What follows belongs to an exercise in optimizing a design on an open flow for small area, a short achievable clock period and few clock cycles; a production flow would make more cautious choices. For this run, only the layout was checked, not whether the RTL still works. No activity file was given, so power comes from the tool's default toggle rates.

File: flow/flow/run.sh
#!/bin/bash
# Standard ORFS layout (the standard.sh) with two changes:
#  - ports are buffered with buf_1 instead of the flow's default choice;
#  - repair_timing aims for a setup slack margin of 6.3 ns.
set -euo pipefail
export BUFFER_PORTS_ARGS="-buffer_cell sky130_fd_sc_hd__buf_1"
export SETUP_SLACK_MARGIN=6.3
bash standard.sh > standard_make.log 2>&1
File: flow/config.mk
export PLATFORM = sky130hd
export DESIGN_NAME = booth_mul64
export DESIGN_NICKNAME = booth_mul64
export VERILOG_FILES = /design/flow/design.v
export SDC_FILE = /design/flow/constraint.sdc
export NUM_CORES = 4
export LEC_CHECK = 0
export CAP_MARGIN = 20
export CORE_MARGIN = 2
export CORE_UTILIZATION = 60
export SLEW_MARGIN = 20
export SYNTH_HIERARCHICAL = 1
export SYNTH_MINIMUM_KEEP_SIZE = 0
File: flow/constraint.sdc
create_clock -name core_clock -period 10.0 [get_ports {clk}]
set_input_delay 2.0000 -clock core_clock [delete_from_list [all_inputs] [get_ports {clk}]]
set_output_delay 2.0000 -clock core_clock [all_outputs]
set_load 0.01 [all_outputs]
File: flow/design.v
module booth_mul64(op_done, result, clk, reset_n, multiplier, multiplicand, op_start, op_clear);
  input clk, reset_n, op_start, op_clear;
  input [63:0] multiplier, multiplicand;
  output op_done;
  output [127:0] result;
  reg busy, fin, done;    
  reg [2:0] cnt;
  reg [63:0] M;           
  reg [64:0] acc;         
  reg [32:0] cv;          
  reg [63:0] Q;           
  assign op_done = done;
  assign result = {acc[63:0], Q};
  always @(posedge clk or negedge reset_n)
    if (!reset_n) begin
      busy <= 1'b0;
      fin <= 1'b0;
      done <= 1'b0;
    end else if (!op_start || op_clear) begin
      busy <= 1'b0;
      fin <= 1'b0;
      done <= 1'b0;
    end else if (busy) begin
      if (cnt == 3'd7) begin
        busy <= 1'b0;
        fin <= 1'b1;
      end
    end else if (fin) begin
      fin <= 1'b0;
      done <= 1'b1;
    end else if (!done) begin
      busy <= 1'b1;
    end
  always @(posedge clk)
    if (busy) cnt <= cnt + 1'b1;
    else cnt <= 3'd0;
  reg [3:0] one, two, ng;
  wire [8:0] bq = busy ? Q[15:7] : {multiplier[7:0], 1'b0};
  always @(posedge clk) begin
    one[0] <= bq[1] ^ bq[0];
    two[0] <= (bq[2] & ~bq[1] & ~bq[0]) | (~bq[2] & bq[1] & bq[0]);
    ng[0] <= bq[2];
    one[1] <= bq[3] ^ bq[2];
    two[1] <= (bq[4] & ~bq[3] & ~bq[2]) | (~bq[4] & bq[3] & bq[2]);
    ng[1] <= bq[4];
    one[2] <= bq[5] ^ bq[4];
    two[2] <= (bq[6] & ~bq[5] & ~bq[4]) | (~bq[6] & bq[5] & bq[4]);
    ng[2] <= bq[6];
    one[3] <= bq[7] ^ bq[6];
    two[3] <= (bq[8] & ~bq[7] & ~bq[6]) | (~bq[8] & bq[7] & bq[6]);
    ng[3] <= bq[8];
  end
  reg ngq;    
  always @(posedge clk)
    ngq <= busy ? (Q[17] & (cnt != 3'd6)) : multiplier[9];
  wire ngn = ngq;
  reg first;
  wire [64:0] acct = first ? {64'd0, ng[0]} : acc;
  wire [64:0] ma = {M[63], M};
  wire [65:0] ma2 = {M[63], M, 1'b0};
  wire [64:0] p0 = (({65{one[0]}} & ma) | ({65{two[0]}} & ma2[64:0])) ^ {65{ng[0]}};
  wire [64:0] p1 = (({65{one[1]}} & ma) | ({65{two[1]}} & ma2[64:0])) ^ {65{ng[1]}};
  wire [64:0] p2 = (({65{one[2]}} & ma) | ({65{two[2]}} & ma2[64:0])) ^ {65{ng[2]}};
  wire [64:0] p3 = (({65{one[3]}} & ma) | ({65{two[3]}} & ma2[64:0])) ^ {65{ng[3]}};
  wire t1, t2, t3, t4, t5, t6, t7, t8, t9, t10, t11, t12, t13, t14, t15, t16, t17, t18, t19, t20, t21, t22, t23, t24, t25, t26, t27, t28, t29, t30, t31, t32, t33, t34, t35, t36, t37, t38, t39, t40, t41, t42, t43, t44, t45, t46, t47, t48, t49, t50, t51, t52, t53, t54, t55, t56, t57, t58, t59, t60, t61, t62, t63, t64, t65, t66, t67, t68, t69, t70, t71, t72, t73, t74, t75, t76, t77, t78, t79, t80, t81, t82, t83, t84, t85, t86, t87, t88, t89, t90, t91, t92, t93, t94, t95, t96, t97, t98, t99, t100, t101, t102, t103, t104, t105, t106, t107, t108, t109, t110, t111, t112, t113, t114, t115, t116, t117, t118, t119, t120, t121, t122, t123, t124, t125, t126, t127, t128, t129, t130, t131, t132, t133, t134, t135, t136, t137, t138, t139, t140, t141, t142, t143, t144, t145, t146, t147, t148, t149, t150, t151, t152, t153, t154, t155, t156, t157, t158, t159, t160, t161, t162, t163, t164, t165, t166, t167, t168, t169, t170, t171, t172, t173, t174, t175, t176, t177, t178, t179, t180, t181, t182, t183, t184, t185, t186, t187, t188, t189, t190, t191, t192, t193, t194, t195, t196, t197, t198, t199, t200, t201, t202, t203, t204, t205, t206, t207, t208, t209, t210, t211, t212, t213, t214, t215, t216, t217, t218, t219, t220, t221, t222, t223, t224, t225, t226, t227, t228, t229, t230, t231, t232, t233, t234, t235, t236, t237, t238, t239, t240, t241, t242, t243, t244, t245, t246, t247, t248, t249, t250, t251, t252, t253, t254, t255, t256, t257, t258, t259, t260, t261, t262, t263, t264, t265, t266, t267, t268, t269, t270, t271, t272, t273, t274, t275, t276, t277, t278, t279, t280, t281, t282, t283, t284, t285, t286, t287, t288, t289, t290, t291, t292, t293, t294, t295, t296, t297, t298, t299, t300, t301, t302, t303, t304, t305, t306, t307, t308, t309, t310, t311, t312, t313, t314, t315, t316, t317, t318, t319, t320, t321, t322, t323, t324, t325, t326, t327, t328, t329, t330, t331, t332, t333, t334, t335, t336, t337, t338, t339, t340, t341, t342, t343, t344, t345, t346, t347, t348, t349, t350, t351, t352, t353, t354, t355, t356, t357, t358, t359, t360, t361, t362, t363, t364, t365, t366, t367, t368, t369, t370, t371, t372, t373, t374, t375, t376, t377, t378, t379, t380, t381, t382, t383, t384, t385, t386, t387, t388, t389, t390, t391, t392, t393, t394, t395, t396, t397, t398, t399, t400, t401, t402, t403, t404, t405, t406, t407, t408, t409, t410, t411, t412, t413, t414, t415, t416, t417, t418, t419, t420, t421, t422, t423, t424, t425, t426, t427, t428, t429, t430, t431, t432, t433, t434, t435, t436, t437, t438, t439, t440, t441, t442, t443, t444, t445, t446, t447, t448, t449, t450, t451, t452, t453, t454, t455, t456, t457, t458, t459, t460, t461, t462, t463, t464, t465, t466, t467, t468, t469, t470, t471, t472, t473, t474, t475, t476, t477, t478, t479, t480, t481, t482, t483, t484, t485, t486, t487, t488, t489, t490, t491, t492, t493, t494, t495, t496, t497, t498, t499, t500, t501, t502, t503, t504, t505, t506, t507, t508, t509, t510;
  bm_ha ut1 (.a(acct[2]), .b(ng[1]), .s(t1), .co(t2));
  bm_fa ut3 (.a(acct[4]), .b(ng[2]), .c(cv[2]), .s(t3), .co(t4));
  bm_ha ut5 (.a(acct[5]), .b(p0[5]), .s(t5), .co(t6));
  bm_fa ut7 (.a(acct[6]), .b(ng[3]), .c(cv[3]), .s(t7), .co(t8));
  bm_fa ut9 (.a(p0[6]), .b(p1[4]), .c(p2[2]), .s(t9), .co(t10));
  bm_fa ut11 (.a(acct[7]), .b(p0[7]), .c(p1[5]), .s(t11), .co(t12));
  bm_ha ut13 (.a(p2[3]), .b(p3[1]), .s(t13), .co(t14));
  bm_fa ut15 (.a(acct[8]), .b(ngn), .c(p0[8]), .s(t15), .co(t16));
  bm_fa ut17 (.a(p1[6]), .b(p2[4]), .c(p3[2]), .s(t17), .co(t18));
  bm_fa ut19 (.a(acct[9]), .b(p0[9]), .c(p1[7]), .s(t19), .co(t20));
  bm_ha ut21 (.a(p2[5]), .b(p3[3]), .s(t21), .co(t22));
  bm_fa ut23 (.a(acct[10]), .b(p0[10]), .c(p1[8]), .s(t23), .co(t24));
  bm_ha ut25 (.a(p2[6]), .b(p3[4]), .s(t25), .co(t26));
  bm_fa ut27 (.a(acct[11]), .b(p0[11]), .c(p1[9]), .s(t27), .co(t28));
  bm_ha ut29 (.a(p2[7]), .b(p3[5]), .s(t29), .co(t30));
  bm_fa ut31 (.a(acct[12]), .b(p0[12]), .c(p1[10]), .s(t31), .co(t32));
  bm_ha ut33 (.a(p2[8]), .b(p3[6]), .s(t33), .co(t34));
  bm_fa ut35 (.a(acct[13]), .b(p0[13]), .c(p1[11]), .s(t35), .co(t36));
  bm_ha ut37 (.a(p2[9]), .b(p3[7]), .s(t37), .co(t38));
  bm_fa ut39 (.a(acct[14]), .b(p0[14]), .c(p1[12]), .s(t39), .co(t40));
  bm_ha ut41 (.a(p2[10]), .b(p3[8]), .s(t41), .co(t42));
  bm_fa ut43 (.a(acct[15]), .b(p0[15]), .c(p1[13]), .s(t43), .co(t44));
  bm_ha ut45 (.a(p2[11]), .b(p3[9]), .s(t45), .co(t46));
  bm_fa ut47 (.a(acct[16]), .b(p0[16]), .c(p1[14]), .s(t47), .co(t48));
  bm_ha ut49 (.a(p2[12]), .b(p3[10]), .s(t49), .co(t50));
  bm_fa ut51 (.a(acct[17]), .b(p0[17]), .c(p1[15]), .s(t51), .co(t52));
  bm_ha ut53 (.a(p2[13]), .b(p3[11]), .s(t53), .co(t54));
  bm_fa ut55 (.a(acct[18]), .b(p0[18]), .c(p1[16]), .s(t55), .co(t56));
  bm_ha ut57 (.a(p2[14]), .b(p3[12]), .s(t57), .co(t58));
  bm_fa ut59 (.a(acct[19]), .b(p0[19]), .c(p1[17]), .s(t59), .co(t60));
  bm_ha ut61 (.a(p2[15]), .b(p3[13]), .s(t61), .co(t62));
  bm_fa ut63 (.a(acct[20]), .b(p0[20]), .c(p1[18]), .s(t63), .co(t64));
  bm_ha ut65 (.a(p2[16]), .b(p3[14]), .s(t65), .co(t66));
  bm_fa ut67 (.a(acct[21]), .b(p0[21]), .c(p1[19]), .s(t67), .co(t68));
  bm_ha ut69 (.a(p2[17]), .b(p3[15]), .s(t69), .co(t70));
  bm_fa ut71 (.a(acct[22]), .b(p0[22]), .c(p1[20]), .s(t71), .co(t72));
  bm_ha ut73 (.a(p2[18]), .b(p3[16]), .s(t73), .co(t74));
  bm_fa ut75 (.a(acct[23]), .b(p0[23]), .c(p1[21]), .s(t75), .co(t76));
  bm_ha ut77 (.a(p2[19]), .b(p3[17]), .s(t77), .co(t78));
  bm_fa ut79 (.a(acct[24]), .b(p0[24]), .c(p1[22]), .s(t79), .co(t80));
  bm_ha ut81 (.a(p2[20]), .b(p3[18]), .s(t81), .co(t82));
  bm_fa ut83 (.a(acct[25]), .b(p0[25]), .c(p1[23]), .s(t83), .co(t84));
  bm_ha ut85 (.a(p2[21]), .b(p3[19]), .s(t85), .co(t86));
  bm_fa ut87 (.a(acct[26]), .b(p0[26]), .c(p1[24]), .s(t87), .co(t88));
  bm_ha ut89 (.a(p2[22]), .b(p3[20]), .s(t89), .co(t90));
  bm_fa ut91 (.a(acct[27]), .b(p0[27]), .c(p1[25]), .s(t91), .co(t92));
  bm_ha ut93 (.a(p2[23]), .b(p3[21]), .s(t93), .co(t94));
  bm_fa ut95 (.a(acct[28]), .b(p0[28]), .c(p1[26]), .s(t95), .co(t96));
  bm_ha ut97 (.a(p2[24]), .b(p3[22]), .s(t97), .co(t98));
  bm_fa ut99 (.a(acct[29]), .b(p0[29]), .c(p1[27]), .s(t99), .co(t100));
  bm_ha ut101 (.a(p2[25]), .b(p3[23]), .s(t101), .co(t102));
  bm_fa ut103 (.a(acct[30]), .b(p0[30]), .c(p1[28]), .s(t103), .co(t104));
  bm_ha ut105 (.a(p2[26]), .b(p3[24]), .s(t105), .co(t106));
  bm_fa ut107 (.a(acct[31]), .b(p0[31]), .c(p1[29]), .s(t107), .co(t108));
  bm_ha ut109 (.a(p2[27]), .b(p3[25]), .s(t109), .co(t110));
  bm_fa ut111 (.a(acct[32]), .b(p0[32]), .c(p1[30]), .s(t111), .co(t112));
  bm_ha ut113 (.a(p2[28]), .b(p3[26]), .s(t113), .co(t114));
  bm_fa ut115 (.a(acct[33]), .b(p0[33]), .c(p1[31]), .s(t115), .co(t116));
  bm_ha ut117 (.a(p2[29]), .b(p3[27]), .s(t117), .co(t118));
  bm_fa ut119 (.a(acct[34]), .b(p0[34]), .c(p1[32]), .s(t119), .co(t120));
  bm_ha ut121 (.a(p2[30]), .b(p3[28]), .s(t121), .co(t122));
  bm_fa ut123 (.a(acct[35]), .b(p0[35]), .c(p1[33]), .s(t123), .co(t124));
  bm_ha ut125 (.a(p2[31]), .b(p3[29]), .s(t125), .co(t126));
  bm_fa ut127 (.a(acct[36]), .b(p0[36]), .c(p1[34]), .s(t127), .co(t128));
  bm_ha ut129 (.a(p2[32]), .b(p3[30]), .s(t129), .co(t130));
  bm_fa ut131 (.a(acct[37]), .b(p0[37]), .c(p1[35]), .s(t131), .co(t132));
  bm_ha ut133 (.a(p2[33]), .b(p3[31]), .s(t133), .co(t134));
  bm_fa ut135 (.a(acct[38]), .b(p0[38]), .c(p1[36]), .s(t135), .co(t136));
  bm_ha ut137 (.a(p2[34]), .b(p3[32]), .s(t137), .co(t138));
  bm_fa ut139 (.a(acct[39]), .b(p0[39]), .c(p1[37]), .s(t139), .co(t140));
  bm_ha ut141 (.a(p2[35]), .b(p3[33]), .s(t141), .co(t142));
  bm_fa ut143 (.a(acct[40]), .b(p0[40]), .c(p1[38]), .s(t143), .co(t144));
  bm_ha ut145 (.a(p2[36]), .b(p3[34]), .s(t145), .co(t146));
  bm_fa ut147 (.a(acct[41]), .b(p0[41]), .c(p1[39]), .s(t147), .co(t148));
  bm_ha ut149 (.a(p2[37]), .b(p3[35]), .s(t149), .co(t150));
  bm_fa ut151 (.a(acct[42]), .b(p0[42]), .c(p1[40]), .s(t151), .co(t152));
  bm_ha ut153 (.a(p2[38]), .b(p3[36]), .s(t153), .co(t154));
  bm_fa ut155 (.a(acct[43]), .b(p0[43]), .c(p1[41]), .s(t155), .co(t156));
  bm_ha ut157 (.a(p2[39]), .b(p3[37]), .s(t157), .co(t158));
  bm_fa ut159 (.a(acct[44]), .b(p0[44]), .c(p1[42]), .s(t159), .co(t160));
  bm_ha ut161 (.a(p2[40]), .b(p3[38]), .s(t161), .co(t162));
  bm_fa ut163 (.a(acct[45]), .b(p0[45]), .c(p1[43]), .s(t163), .co(t164));
  bm_ha ut165 (.a(p2[41]), .b(p3[39]), .s(t165), .co(t166));
  bm_fa ut167 (.a(acct[46]), .b(p0[46]), .c(p1[44]), .s(t167), .co(t168));
  bm_ha ut169 (.a(p2[42]), .b(p3[40]), .s(t169), .co(t170));
  bm_fa ut171 (.a(acct[47]), .b(p0[47]), .c(p1[45]), .s(t171), .co(t172));
  bm_ha ut173 (.a(p2[43]), .b(p3[41]), .s(t173), .co(t174));
  bm_fa ut175 (.a(acct[48]), .b(p0[48]), .c(p1[46]), .s(t175), .co(t176));
  bm_ha ut177 (.a(p2[44]), .b(p3[42]), .s(t177), .co(t178));
  bm_fa ut179 (.a(acct[49]), .b(p0[49]), .c(p1[47]), .s(t179), .co(t180));
  bm_ha ut181 (.a(p2[45]), .b(p3[43]), .s(t181), .co(t182));
  bm_fa ut183 (.a(acct[50]), .b(p0[50]), .c(p1[48]), .s(t183), .co(t184));
  bm_ha ut185 (.a(p2[46]), .b(p3[44]), .s(t185), .co(t186));
  bm_fa ut187 (.a(acct[51]), .b(p0[51]), .c(p1[49]), .s(t187), .co(t188));
  bm_ha ut189 (.a(p2[47]), .b(p3[45]), .s(t189), .co(t190));
  bm_fa ut191 (.a(acct[52]), .b(p0[52]), .c(p1[50]), .s(t191), .co(t192));
  bm_ha ut193 (.a(p2[48]), .b(p3[46]), .s(t193), .co(t194));
  bm_fa ut195 (.a(acct[53]), .b(p0[53]), .c(p1[51]), .s(t195), .co(t196));
  bm_ha ut197 (.a(p2[49]), .b(p3[47]), .s(t197), .co(t198));
  bm_fa ut199 (.a(acct[54]), .b(p0[54]), .c(p1[52]), .s(t199), .co(t200));
  bm_ha ut201 (.a(p2[50]), .b(p3[48]), .s(t201), .co(t202));
  bm_fa ut203 (.a(acct[55]), .b(p0[55]), .c(p1[53]), .s(t203), .co(t204));
  bm_ha ut205 (.a(p2[51]), .b(p3[49]), .s(t205), .co(t206));
  bm_fa ut207 (.a(acct[56]), .b(p0[56]), .c(p1[54]), .s(t207), .co(t208));
  bm_ha ut209 (.a(p2[52]), .b(p3[50]), .s(t209), .co(t210));
  bm_fa ut211 (.a(acct[57]), .b(p0[57]), .c(p1[55]), .s(t211), .co(t212));
  bm_ha ut213 (.a(p2[53]), .b(p3[51]), .s(t213), .co(t214));
  bm_fa ut215 (.a(acct[58]), .b(p0[58]), .c(p1[56]), .s(t215), .co(t216));
  bm_ha ut217 (.a(p2[54]), .b(p3[52]), .s(t217), .co(t218));
  bm_fa ut219 (.a(acct[59]), .b(p0[59]), .c(p1[57]), .s(t219), .co(t220));
  bm_ha ut221 (.a(p2[55]), .b(p3[53]), .s(t221), .co(t222));
  bm_fa ut223 (.a(acct[60]), .b(p0[60]), .c(p1[58]), .s(t223), .co(t224));
  bm_ha ut225 (.a(p2[56]), .b(p3[54]), .s(t225), .co(t226));
  bm_fa ut227 (.a(acct[61]), .b(p0[61]), .c(p1[59]), .s(t227), .co(t228));
  bm_ha ut229 (.a(p2[57]), .b(p3[55]), .s(t229), .co(t230));
  bm_fa ut231 (.a(acct[62]), .b(p0[62]), .c(p1[60]), .s(t231), .co(t232));
  bm_ha ut233 (.a(p2[58]), .b(p3[56]), .s(t233), .co(t234));
  bm_fa ut235 (.a(acct[63]), .b(p0[63]), .c(p1[61]), .s(t235), .co(t236));
  bm_ha ut237 (.a(p2[59]), .b(p3[57]), .s(t237), .co(t238));
  bm_fa ut239 (.a(~acct[64]), .b(~p0[64]), .c(p1[62]), .s(t239), .co(t240));
  bm_ha ut241 (.a(p2[60]), .b(p3[58]), .s(t241), .co(t242));
  bm_fa ut243 (.a(1'b1), .b(p1[63]), .c(p2[61]), .s(t243), .co(t244));
  bm_fa ut245 (.a(cv[1]), .b(t1), .c(p0[2]), .s(t245), .co(t246));
  bm_fa ut247 (.a(acct[3]), .b(t2), .c(p0[3]), .s(t247), .co(t248));
  bm_fa ut249 (.a(t3), .b(p0[4]), .c(p1[2]), .s(t249), .co(t250));
  bm_fa ut251 (.a(t4), .b(p1[3]), .c(p2[1]), .s(t251), .co(t252));
  bm_fa ut253 (.a(t7), .b(p3[0]), .c(t6), .s(t253), .co(t254));
  bm_fa ut255 (.a(t8), .b(t13), .c(t10), .s(t255), .co(t256));
  bm_fa ut257 (.a(t14), .b(t12), .c(t15), .s(t257), .co(t258));
  bm_fa ut259 (.a(t21), .b(t16), .c(t18), .s(t259), .co(t260));
  bm_fa ut261 (.a(t22), .b(t25), .c(t20), .s(t261), .co(t262));
  bm_fa ut263 (.a(t26), .b(t29), .c(t24), .s(t263), .co(t264));
  bm_fa ut265 (.a(t30), .b(t33), .c(t28), .s(t265), .co(t266));
  bm_fa ut267 (.a(t34), .b(t37), .c(t32), .s(t267), .co(t268));
  bm_fa ut269 (.a(t38), .b(t41), .c(t36), .s(t269), .co(t270));
  bm_fa ut271 (.a(t42), .b(t45), .c(t40), .s(t271), .co(t272));
  bm_fa ut273 (.a(t46), .b(t49), .c(t44), .s(t273), .co(t274));
  bm_fa ut275 (.a(t50), .b(t53), .c(t48), .s(t275), .co(t276));
  bm_fa ut277 (.a(t54), .b(t57), .c(t52), .s(t277), .co(t278));
  bm_fa ut279 (.a(t58), .b(t61), .c(t56), .s(t279), .co(t280));
  bm_fa ut281 (.a(t62), .b(t65), .c(t60), .s(t281), .co(t282));
  bm_fa ut283 (.a(t66), .b(t69), .c(t64), .s(t283), .co(t284));
  bm_fa ut285 (.a(t70), .b(t73), .c(t68), .s(t285), .co(t286));
  bm_fa ut287 (.a(t74), .b(t77), .c(t72), .s(t287), .co(t288));
  bm_fa ut289 (.a(t78), .b(t81), .c(t76), .s(t289), .co(t290));
  bm_fa ut291 (.a(t82), .b(t85), .c(t80), .s(t291), .co(t292));
  bm_fa ut293 (.a(t86), .b(t89), .c(t84), .s(t293), .co(t294));
  bm_fa ut295 (.a(t90), .b(t93), .c(t88), .s(t295), .co(t296));
  bm_fa ut297 (.a(t94), .b(t97), .c(t92), .s(t297), .co(t298));
  bm_fa ut299 (.a(t98), .b(t101), .c(t96), .s(t299), .co(t300));
  bm_fa ut301 (.a(t102), .b(t105), .c(t100), .s(t301), .co(t302));
  bm_fa ut303 (.a(t106), .b(t109), .c(t104), .s(t303), .co(t304));
  bm_fa ut305 (.a(t110), .b(t113), .c(t108), .s(t305), .co(t306));
  bm_fa ut307 (.a(t114), .b(t117), .c(t112), .s(t307), .co(t308));
  bm_fa ut309 (.a(t118), .b(t121), .c(t116), .s(t309), .co(t310));
  bm_fa ut311 (.a(t122), .b(t125), .c(t120), .s(t311), .co(t312));
  bm_fa ut313 (.a(t126), .b(t129), .c(t124), .s(t313), .co(t314));
  bm_fa ut315 (.a(t130), .b(t133), .c(t128), .s(t315), .co(t316));
  bm_fa ut317 (.a(t134), .b(t137), .c(t132), .s(t317), .co(t318));
  bm_fa ut319 (.a(t138), .b(t141), .c(t136), .s(t319), .co(t320));
  bm_fa ut321 (.a(t142), .b(t145), .c(t140), .s(t321), .co(t322));
  bm_fa ut323 (.a(t146), .b(t149), .c(t144), .s(t323), .co(t324));
  bm_fa ut325 (.a(t150), .b(t153), .c(t148), .s(t325), .co(t326));
  bm_fa ut327 (.a(t154), .b(t157), .c(t152), .s(t327), .co(t328));
  bm_fa ut329 (.a(t158), .b(t161), .c(t156), .s(t329), .co(t330));
  bm_fa ut331 (.a(t162), .b(t165), .c(t160), .s(t331), .co(t332));
  bm_fa ut333 (.a(t166), .b(t169), .c(t164), .s(t333), .co(t334));
  bm_fa ut335 (.a(t170), .b(t173), .c(t168), .s(t335), .co(t336));
  bm_fa ut337 (.a(t174), .b(t177), .c(t172), .s(t337), .co(t338));
  bm_fa ut339 (.a(t178), .b(t181), .c(t176), .s(t339), .co(t340));
  bm_fa ut341 (.a(t182), .b(t185), .c(t180), .s(t341), .co(t342));
  bm_fa ut343 (.a(t186), .b(t189), .c(t184), .s(t343), .co(t344));
  bm_fa ut345 (.a(t190), .b(t193), .c(t188), .s(t345), .co(t346));
  bm_fa ut347 (.a(t194), .b(t197), .c(t192), .s(t347), .co(t348));
  bm_fa ut349 (.a(t198), .b(t201), .c(t196), .s(t349), .co(t350));
  bm_fa ut351 (.a(t202), .b(t205), .c(t200), .s(t351), .co(t352));
  bm_fa ut353 (.a(t206), .b(t209), .c(t204), .s(t353), .co(t354));
  bm_fa ut355 (.a(t210), .b(t213), .c(t208), .s(t355), .co(t356));
  bm_fa ut357 (.a(t214), .b(t217), .c(t212), .s(t357), .co(t358));
  bm_fa ut359 (.a(t218), .b(t221), .c(t216), .s(t359), .co(t360));
  bm_fa ut361 (.a(t222), .b(t225), .c(t220), .s(t361), .co(t362));
  bm_fa ut363 (.a(t226), .b(t229), .c(t224), .s(t363), .co(t364));
  bm_fa ut365 (.a(t230), .b(t233), .c(t228), .s(t365), .co(t366));
  bm_fa ut367 (.a(t234), .b(t237), .c(t232), .s(t367), .co(t368));
  bm_fa ut369 (.a(t238), .b(t241), .c(t236), .s(t369), .co(t370));
  bm_fa ut371 (.a(p3[59]), .b(t242), .c(t240), .s(t371), .co(t372));
  bm_fa ut373 (.a(~p1[64]), .b(p2[62]), .c(p3[60]), .s(t373), .co(t374));
  bm_fa ut375 (.a(1'b1), .b(p2[63]), .c(p3[61]), .s(t375), .co(t376));
  bm_ha ut377 (.a(p1[1]), .b(t246), .s(t377), .co(t378));
  bm_fa ut379 (.a(p2[0]), .b(t248), .c(t249), .s(t379), .co(t380));
  bm_fa ut381 (.a(t5), .b(t250), .c(t251), .s(t381), .co(t382));
  bm_fa ut383 (.a(t252), .b(t9), .c(t253), .s(t383), .co(t384));
  bm_fa ut385 (.a(t11), .b(t254), .c(t255), .s(t385), .co(t386));
  bm_fa ut387 (.a(t17), .b(t256), .c(t257), .s(t387), .co(t388));
  bm_fa ut389 (.a(t19), .b(t258), .c(t259), .s(t389), .co(t390));
  bm_fa ut391 (.a(t23), .b(t260), .c(t261), .s(t391), .co(t392));
  bm_fa ut393 (.a(t27), .b(t262), .c(t263), .s(t393), .co(t394));
  bm_fa ut395 (.a(t31), .b(t264), .c(t265), .s(t395), .co(t396));
  bm_fa ut397 (.a(t35), .b(t266), .c(t267), .s(t397), .co(t398));
  bm_fa ut399 (.a(t39), .b(t268), .c(t269), .s(t399), .co(t400));
  bm_fa ut401 (.a(t43), .b(t270), .c(t271), .s(t401), .co(t402));
  bm_fa ut403 (.a(t47), .b(t272), .c(t273), .s(t403), .co(t404));
  bm_fa ut405 (.a(t51), .b(t274), .c(t275), .s(t405), .co(t406));
  bm_fa ut407 (.a(t55), .b(t276), .c(t277), .s(t407), .co(t408));
  bm_fa ut409 (.a(t59), .b(t278), .c(t279), .s(t409), .co(t410));
  bm_fa ut411 (.a(t63), .b(t280), .c(t281), .s(t411), .co(t412));
  bm_fa ut413 (.a(t67), .b(t282), .c(t283), .s(t413), .co(t414));
  bm_fa ut415 (.a(t71), .b(t284), .c(t285), .s(t415), .co(t416));
  bm_fa ut417 (.a(t75), .b(t286), .c(t287), .s(t417), .co(t418));
  bm_fa ut419 (.a(t79), .b(t288), .c(t289), .s(t419), .co(t420));
  bm_fa ut421 (.a(t83), .b(t290), .c(t291), .s(t421), .co(t422));
  bm_fa ut423 (.a(t87), .b(t292), .c(t293), .s(t423), .co(t424));
  bm_fa ut425 (.a(t91), .b(t294), .c(t295), .s(t425), .co(t426));
  bm_fa ut427 (.a(t95), .b(t296), .c(t297), .s(t427), .co(t428));
  bm_fa ut429 (.a(t99), .b(t298), .c(t299), .s(t429), .co(t430));
  bm_fa ut431 (.a(t103), .b(t300), .c(t301), .s(t431), .co(t432));
  bm_fa ut433 (.a(t107), .b(t302), .c(t303), .s(t433), .co(t434));
  bm_fa ut435 (.a(t111), .b(t304), .c(t305), .s(t435), .co(t436));
  bm_fa ut437 (.a(t115), .b(t306), .c(t307), .s(t437), .co(t438));
  bm_fa ut439 (.a(t119), .b(t308), .c(t309), .s(t439), .co(t440));
  bm_fa ut441 (.a(t123), .b(t310), .c(t311), .s(t441), .co(t442));
  bm_fa ut443 (.a(t127), .b(t312), .c(t313), .s(t443), .co(t444));
  bm_fa ut445 (.a(t131), .b(t314), .c(t315), .s(t445), .co(t446));
  bm_fa ut447 (.a(t135), .b(t316), .c(t317), .s(t447), .co(t448));
  bm_fa ut449 (.a(t139), .b(t318), .c(t319), .s(t449), .co(t450));
  bm_fa ut451 (.a(t143), .b(t320), .c(t321), .s(t451), .co(t452));
  bm_fa ut453 (.a(t147), .b(t322), .c(t323), .s(t453), .co(t454));
  bm_fa ut455 (.a(t151), .b(t324), .c(t325), .s(t455), .co(t456));
  bm_fa ut457 (.a(t155), .b(t326), .c(t327), .s(t457), .co(t458));
  bm_fa ut459 (.a(t159), .b(t328), .c(t329), .s(t459), .co(t460));
  bm_fa ut461 (.a(t163), .b(t330), .c(t331), .s(t461), .co(t462));
  bm_fa ut463 (.a(t167), .b(t332), .c(t333), .s(t463), .co(t464));
  bm_fa ut465 (.a(t171), .b(t334), .c(t335), .s(t465), .co(t466));
  bm_fa ut467 (.a(t175), .b(t336), .c(t337), .s(t467), .co(t468));
  bm_fa ut469 (.a(t179), .b(t338), .c(t339), .s(t469), .co(t470));
  bm_fa ut471 (.a(t183), .b(t340), .c(t341), .s(t471), .co(t472));
  bm_fa ut473 (.a(t187), .b(t342), .c(t343), .s(t473), .co(t474));
  bm_fa ut475 (.a(t191), .b(t344), .c(t345), .s(t475), .co(t476));
  bm_fa ut477 (.a(t195), .b(t346), .c(t347), .s(t477), .co(t478));
  bm_fa ut479 (.a(t199), .b(t348), .c(t349), .s(t479), .co(t480));
  bm_fa ut481 (.a(t203), .b(t350), .c(t351), .s(t481), .co(t482));
  bm_fa ut483 (.a(t207), .b(t352), .c(t353), .s(t483), .co(t484));
  bm_fa ut485 (.a(t211), .b(t354), .c(t355), .s(t485), .co(t486));
  bm_fa ut487 (.a(t215), .b(t356), .c(t357), .s(t487), .co(t488));
  bm_fa ut489 (.a(t219), .b(t358), .c(t359), .s(t489), .co(t490));
  bm_fa ut491 (.a(t223), .b(t360), .c(t361), .s(t491), .co(t492));
  bm_fa ut493 (.a(t227), .b(t362), .c(t363), .s(t493), .co(t494));
  bm_fa ut495 (.a(t231), .b(t364), .c(t365), .s(t495), .co(t496));
  bm_fa ut497 (.a(t235), .b(t366), .c(t367), .s(t497), .co(t498));
  bm_fa ut499 (.a(t239), .b(t368), .c(t369), .s(t499), .co(t500));
  bm_fa ut501 (.a(t243), .b(t370), .c(t371), .s(t501), .co(t502));
  bm_fa ut503 (.a(t244), .b(t373), .c(t372), .s(t503), .co(t504));
  bm_ha ut505 (.a(t374), .b(t375), .s(t505), .co(t506));
  bm_fa ut507 (.a(~p2[64]), .b(p3[62]), .c(t376), .s(t507), .co(t508));
  bm_ha ut509 (.a(1'b1), .b(p3[63]), .s(t509), .co(t510));
  wire [72:0] r0 = {1'b1, 1'b1, ~p3[64], t509, t507, t505, t503, t501, t499, t497, t495, t493, t491, t489, t487, t485, t483, t481, t479, t477, t475, t473, t471, t469, t467, t465, t463, t461, t459, t457, t455, t453, t451, t449, t447, t445, t443, t441, t439, t437, t435, t433, t431, t429, t427, t425, t423, t421, t419, t417, t415, t413, t411, t409, t407, t405, t403, t401, t399, t397, t395, t393, t391, t389, t387, t385, t383, t381, t379, t247, p1[0], acct[1], acct[0]};
  wire [72:0] r1 = {1'b0, 1'b0, t510, t508, t506, t504, t502, t500, t498, t496, t494, t492, t490, t488, t486, t484, t482, t480, t478, t476, t474, t472, t470, t468, t466, t464, t462, t460, t458, t456, t454, t452, t450, t448, t446, t444, t442, t440, t438, t436, t434, t432, t430, t428, t426, t424, t422, t420, t418, t416, t414, t412, t410, t408, t406, t404, t402, t400, t398, t396, t394, t392, t390, t388, t386, t384, t382, t380, t378, t377, t245, p0[1], p0[0]};
  wire [72:0] x;
  wire [33:0] co;
  assign {co[0], x[7:0]} = r0[7:0] + r1[7:0] + cv[0];
  bm_add2 ub1 (.a(r0[9:8]), .b(r1[9:8]), .ci(cv[4]), .s(x[9:8]), .co(co[1]));
  bm_add2 ub2 (.a(r0[11:10]), .b(r1[11:10]), .ci(cv[5]), .s(x[11:10]), .co(co[2]));
  bm_add2 ub3 (.a(r0[13:12]), .b(r1[13:12]), .ci(cv[6]), .s(x[13:12]), .co(co[3]));
  bm_add2 ub4 (.a(r0[15:14]), .b(r1[15:14]), .ci(cv[7]), .s(x[15:14]), .co(co[4]));
  bm_add2 ub5 (.a(r0[17:16]), .b(r1[17:16]), .ci(cv[8]), .s(x[17:16]), .co(co[5]));
  bm_add2 ub6 (.a(r0[19:18]), .b(r1[19:18]), .ci(cv[9]), .s(x[19:18]), .co(co[6]));
  bm_add2 ub7 (.a(r0[21:20]), .b(r1[21:20]), .ci(cv[10]), .s(x[21:20]), .co(co[7]));
  bm_add2 ub8 (.a(r0[23:22]), .b(r1[23:22]), .ci(cv[11]), .s(x[23:22]), .co(co[8]));
  bm_add2 ub9 (.a(r0[25:24]), .b(r1[25:24]), .ci(cv[12]), .s(x[25:24]), .co(co[9]));
  bm_add2 ub10 (.a(r0[27:26]), .b(r1[27:26]), .ci(cv[13]), .s(x[27:26]), .co(co[10]));
  bm_add2 ub11 (.a(r0[29:28]), .b(r1[29:28]), .ci(cv[14]), .s(x[29:28]), .co(co[11]));
  bm_add2 ub12 (.a(r0[31:30]), .b(r1[31:30]), .ci(cv[15]), .s(x[31:30]), .co(co[12]));
  bm_add2 ub13 (.a(r0[33:32]), .b(r1[33:32]), .ci(cv[16]), .s(x[33:32]), .co(co[13]));
  bm_add2 ub14 (.a(r0[35:34]), .b(r1[35:34]), .ci(cv[17]), .s(x[35:34]), .co(co[14]));
  bm_add2 ub15 (.a(r0[37:36]), .b(r1[37:36]), .ci(cv[18]), .s(x[37:36]), .co(co[15]));
  bm_add2 ub16 (.a(r0[39:38]), .b(r1[39:38]), .ci(cv[19]), .s(x[39:38]), .co(co[16]));
  bm_add2 ub17 (.a(r0[41:40]), .b(r1[41:40]), .ci(cv[20]), .s(x[41:40]), .co(co[17]));
  bm_add2 ub18 (.a(r0[43:42]), .b(r1[43:42]), .ci(cv[21]), .s(x[43:42]), .co(co[18]));
  bm_add2 ub19 (.a(r0[45:44]), .b(r1[45:44]), .ci(cv[22]), .s(x[45:44]), .co(co[19]));
  bm_add2 ub20 (.a(r0[47:46]), .b(r1[47:46]), .ci(cv[23]), .s(x[47:46]), .co(co[20]));
  bm_add2 ub21 (.a(r0[49:48]), .b(r1[49:48]), .ci(cv[24]), .s(x[49:48]), .co(co[21]));
  bm_add2 ub22 (.a(r0[51:50]), .b(r1[51:50]), .ci(cv[25]), .s(x[51:50]), .co(co[22]));
  bm_add2 ub23 (.a(r0[53:52]), .b(r1[53:52]), .ci(cv[26]), .s(x[53:52]), .co(co[23]));
  bm_add2 ub24 (.a(r0[55:54]), .b(r1[55:54]), .ci(cv[27]), .s(x[55:54]), .co(co[24]));
  bm_add2 ub25 (.a(r0[57:56]), .b(r1[57:56]), .ci(cv[28]), .s(x[57:56]), .co(co[25]));
  bm_add2 ub26 (.a(r0[59:58]), .b(r1[59:58]), .ci(cv[29]), .s(x[59:58]), .co(co[26]));
  bm_add2 ub27 (.a(r0[61:60]), .b(r1[61:60]), .ci(cv[30]), .s(x[61:60]), .co(co[27]));
  bm_add2 ub28 (.a(r0[63:62]), .b(r1[63:62]), .ci(cv[31]), .s(x[63:62]), .co(co[28]));
  bm_add2 ub29 (.a(r0[65:64]), .b(r1[65:64]), .ci(cv[32]), .s(x[65:64]), .co(co[29]));
  bm_add2 ub30 (.a(r0[67:66]), .b(r1[67:66]), .ci(1'b0), .s(x[67:66]), .co(co[30]));
  bm_add2 ub31 (.a(r0[69:68]), .b(r1[69:68]), .ci(1'b0), .s(x[69:68]), .co(co[31]));
  bm_add2 ub32 (.a(r0[71:70]), .b(r1[71:70]), .ci(1'b0), .s(x[71:70]), .co(co[32]));
  assign {co[33], x[72:72]} = r0[72:72] + r1[72:72] + 1'b0;
  wire [64:0] cvec = {cv[32], 1'b0, cv[31], 1'b0, cv[30], 1'b0, cv[29], 1'b0, cv[28], 1'b0, cv[27], 1'b0, cv[26], 1'b0, cv[25], 1'b0, cv[24], 1'b0, cv[23], 1'b0, cv[22], 1'b0, cv[21], 1'b0, cv[20], 1'b0, cv[19], 1'b0, cv[18], 1'b0, cv[17], 1'b0, cv[16], 1'b0, cv[15], 1'b0, cv[14], 1'b0, cv[13], 1'b0, cv[12], 1'b0, cv[11], 1'b0, cv[10], 1'b0, cv[9], 1'b0, cv[8], 1'b0, cv[7], 1'b0, cv[6], 1'b0, cv[5], 1'b0, cv[4], 1'b0, cv[3], 1'b0, cv[2], 1'b0, cv[1], 1'b0, cv[0]};
  always @(posedge clk)
    cv <= busy ? co[32:0] : 33'd0;
  always @(posedge clk)
    first <= !busy && !fin && !done;
  always @(posedge clk) begin
    M <= multiplicand;
    if (busy) begin
      acc <= x[72:8];
      Q <= {x[7:0], Q[63:8]};
    end else if (fin) begin
      acc <= acc + cvec;
    end else if (!done) begin
      Q <= multiplier;
    end
  end
endmodule
module bm_fa(a, b, c, s, co);
  input a, b, c;
  output s, co;
  assign s = a ^ b ^ c;
  assign co = (a & b) | (c & (a ^ b));
endmodule
module bm_add2(a, b, ci, s, co);
  input [1:0] a, b;
  input ci;
  output [1:0] s;
  output co;
  wire c1, h1, g1;
  bm_fa u0 (.a(a[0]), .b(b[0]), .c(ci), .s(s[0]), .co(c1));
  bm_ha u1 (.a(a[1]), .b(b[1]), .s(h1), .co(g1));
  assign s[1] = h1 ^ c1;
  assign co = g1 | (h1 & c1);
endmodule
module bm_ha(a, b, s, co);
  input a, b;
  output s, co;
  assign s = a ^ b;
  assign co = a & b;
endmodule
File: flow/standard.sh
#!/bin/bash
# synth_recipe.tcl (not shown) runs the flow's synth.tcl, then flattens the netlist and writes it again
# the make line also repeats each setting of config.mk as NAME=value (left out here)
make -C /OpenROAD-flow-scripts/flow DESIGN_CONFIG=/design/flow/config.mk WORK_HOME=/design/flow/orfs CLKGATE_MAP_FILE= SYNTH_SCRIPT=/design/flow/synth_recipe.tcl "${@:-finish}"
==> notes.md <==
## power by group through the flow
stage	combinational, mW	clock [mW]	sequential, mW
3_5_place_dp	4.89	0	1.69
3_3_place_gp	4.80	0	1.69
2_1_floorplan	3.79	0	1.50
6_report	5.31	1.21	1.66
4_1_cts	5.07	1.22	1.64
5_1_grt	5.94	1.25	1.67
## what timing repair did
action	4_1_cts	5_1_grt
pin swaps	0	24
setup endpoints to repair	97	60
cloned	2	15
resized for setup	33	55
endpoints found under the hold margin	0	0
setup buffers	14	19
## modules after synthesis, one instance, submodules excluded
module       copies in the design  area [um2]  flip-flops and latches  cells inside
bm_fa                         225        20.0                       0             1
bm_add2                        32        18.8                       0             2
bm_ha                          94        12.5                       0             1
booth_mul64                     1       16900                     246          1792
## cells in the mapped netlist (8+ instances only)
master,number,share of area (%)
nand4_1,19,0.51
clkbuf_2,35,0.76
a21oi_1,31,0.67
xnor2_1,286,11
edfxtp_1,128,17
mux2_2,62,3.0
ha_1,169,9.1
fa_1,227,20
dfxtp_1,115,9.9
buf_1,40,0.65
a31o_2,11,0.42
inv_1,27,0.44
clkbuf_1,113,1.8
or2_1,33,0.89
and2_1,40,1.1
nor3_1,11,0.24
a31oi_1,26,0.70
nor2_1,52,0.84
and3_1,13,0.35
nand2_1,119,1.9
buf_4,64,2.1
o21bai_1,11,0.36
o21ai_1,8,0.17
nor2b_1,63,1.7
o21ai_0,76,1.6
xor2_1,40,1.5
a22oi_1,253,8.2
nand3_1,13,0.28
## final timing paths
path / end
min in group asynchronous: fin
hold / removal: cnt[0]
max in group asynchronous: busy
hold reg to reg: cnt[0]
setup reg to reg: acc[21]
setup / recovery: acc[21]
## per-layer routing
metal	global-route usage (%)	wire, um	vias to the layer above	share of wire (%)
met2	53.2	34000	1115	45
met4	11.7	4090	2	5.4
li1	-	-	7780	-
met3	6.04	7480	232	10
met1	45.9	29500	8981	39
met5	0	12	-	0.016
## stage by stage
step | power [mW] | worst slack (ns) | hold WS, ns | instances
2_1_floorplan | 5.29 | 6.30 | 0.402 | 2181
3_3_place_gp | 6.49 | 5.57 | 0.417 | 2711
3_5_place_dp | 6.57 | 5.54 | 0.445 | 2711
4_1_cts | 7.94 | 6.29 | 0.454 | 2785
5_1_grt | 8.86 | 6.23 | 0.475 | 2819
6_report | 8.17 | 6.33 | 0.455 | 2819
## worst max-delay path, cell delays in order (launching register included)
cell and delay (ns):
dfxtp_4 0.41, buf_4 0.16, buf_16 0.15, buf_4 0.14, a22oi_1 0.20, xnor2_1 0.13, fa_2 0.40, fa_1 0.40
fa_1 0.48, fa_1 0.44, ha_1 0.30, nand2_1 0.07, o21ai_0 0.11
## layout by cell type (no fill, tap or decap), types with 33 or more instances in the layout
cell,n
a22oi_1,238
and2_1,40
buf_1,260
clkbuf_16,47
dfxtp_1,101
edfxtp_1,128
fa_1,209
ha_1,169
mux2_2,62
nand2_1,119
nor2_1,51
nor2b_1,63
o21ai_0,73
or2_1,33
xnor2_1,285
xor2_1,40
## kinds of logic (layout without fill, tap and decap cells)
group / count (synthesis) / after routing / synth area share, %
and+or+nand+nor: 392 / 392 / 8.74
other: 2 / 8 / 0.0324
muxes: 68 / 68 / 3.27
buffers and inverters: 283 / 410 / 5.83
AOI/OAI and AO/OA: 462 / 462 / 14.2
xor gates and xnor gates: 326 / 326 / 12.3
DFF: 246 / 246 / 26.9
adders and majority gates: 396 / 396 / 28.8
## area by class of cell
cell class | count | area (um2)
well taps | 511 | 639
multi-input cells | 1652 | 15800
inverters | 27 | 101
flip-flops and latches | 246 | 6270
clock buffers | 43 | 912
clock inverters | 15 | 179
fillers | 3025 | 11800
repair buffers | 325 | 2120
## registers in the layout, indices dropped and copies added, names as in the netlist
register / flops
acc: 65
M: 64
Q: 64
cv: 33
ng: 4
one: 4
two: 4
cnt: 3
busy: 1
done: 1
fin: 1
first: 1
ngq: 1
==> results.toml <==
[outcome]
status = "no timing/DRC/antenna violations"

[pwr]
sw_frac_of_total_pct = 44.3
power.static_leakage_nw = 9.89
p_clk_share_pct = 14.8
power.switching_mw = 3.62
power.density_mw_per_mm2 = 314
p_int_mw = 4.55
vdd_drop_max_v = 0.000249
pwr-share-seq_pct = 20.3
p_comb_share_pct = 65.0

[layout]
finalInstanceArea_mm2 = 0.0260
nets = 2811
antennaDiodeCount = 0
final_util_pct = 68.7
area_growth_pct = 12.2
drive_gt1_share_pct = 11.5

[detailed_routing]
drtIter0Drc = 1924
drt-total-wl_um = 75100
drc_errors = 0
vias_per_cell = 6.42
num_vias = 18100
dr.pass1.iters = 6
wl_per_cell_um = 26.6
antenna_left = 0

[sta]
fmax_mhz = 273
clock_skew_ns = 0.0160
fin_crit_sh_pct = 36.7
worst_pin_slew_ns = 1.08
max_slew_margin_pct = 27.7
rsz0062_at_grt = "yes"
fin_tns_setup_ns = 0
hold_viol = 0
drv_slew = 0
setup_viol = 0
finalWorstPathRequiredPeriod_ns = 3.67

[placed_design]
placed_cell_area_mm2 = 0.0237
place_hpwl_um = 44400
globalplace.congestion = 0.915
port_buffers = 260

[grt]
grt_max_degree = 79
grt_use_total_pct = 33.3
grt_pass1_vias = 18000
antenna_found_initial = 1
globalRouteOverflowTotal = 0
grt_first_pass_wirelength_um = 105000

[floorplan]
ioPinCount = 261
row_count = 71
start_util_pct = 61.2
dieArea_mm2 = 0.0402
core-area_mm2 = 0.0378
die_x_um = 200
die-height_um = 200

[synthesis]
synthCells = 2175
syn_area_per_cell_um2 = 10.6
async_reset_ff_share_pct = 1.22
ys.flop_type = "edfxtp_1"
ys_ff_latch = 246
synth_edf_count = 128
yosysSeqAreaShare_pct = 26.9
synth_area_mm2 = 0.0232
synth_cell_type_count = 74
ys_warn_count = 7

[setup_path]
cp-startpoint = "one[0]"
crit_path_end_kind = "flop"
crit_fanout = 8
cp.arrival_ns = 3.99
critPathKind = "reg2reg"
required_ns = 10.32
rr_startpoint = "one[0]"
r2r_slack_ns = 6.33
ff2ff_path_depth = 12
start_kind = "flop"

[clock_tree]
clk_pin_slew_ns = 0.06
clk_latency_ns = 0.61
numCtsBuffers = 31
clock-sinks = 246
cts_buffer_depth = 3
cts.root.buffer_cell = "clkbuf_16"
htree_levels = 1
hold_buffers = 0
cts_tree = "yes"

[job]
cap_violations = 0

[min_path]
min_path_type = "reg2reg"
min_path_cells = 1
hold_path_startpoint = "cnt[0]"

[port drivers added, routing unchanged]
The flow's constraints put no driver on any port. The routed layout listed below was extracted and timed again, unchanged, in two steps. Step 1 assumes that a clkbuf_16 drives the clock port and a buf_2 every other input. Step 2 also shifts input and output timing later by t, the mid clock arrival at the registers, as if the neighbouring blocks saw the same clock. a / b / c = no drivers / after step 1 / after step 2; a / b = the first two.
shift t [ns]: 0.659
setup slack, ns: 6.333 / 6.333 / 6.333
worst register clock-pin slew, ns: 0.07 / 0.07
After both steps setup and hold are still met in this run. For this run, drivers alone change the setup slack by 0.000 ns; drivers and shift together by 0.000 ns.
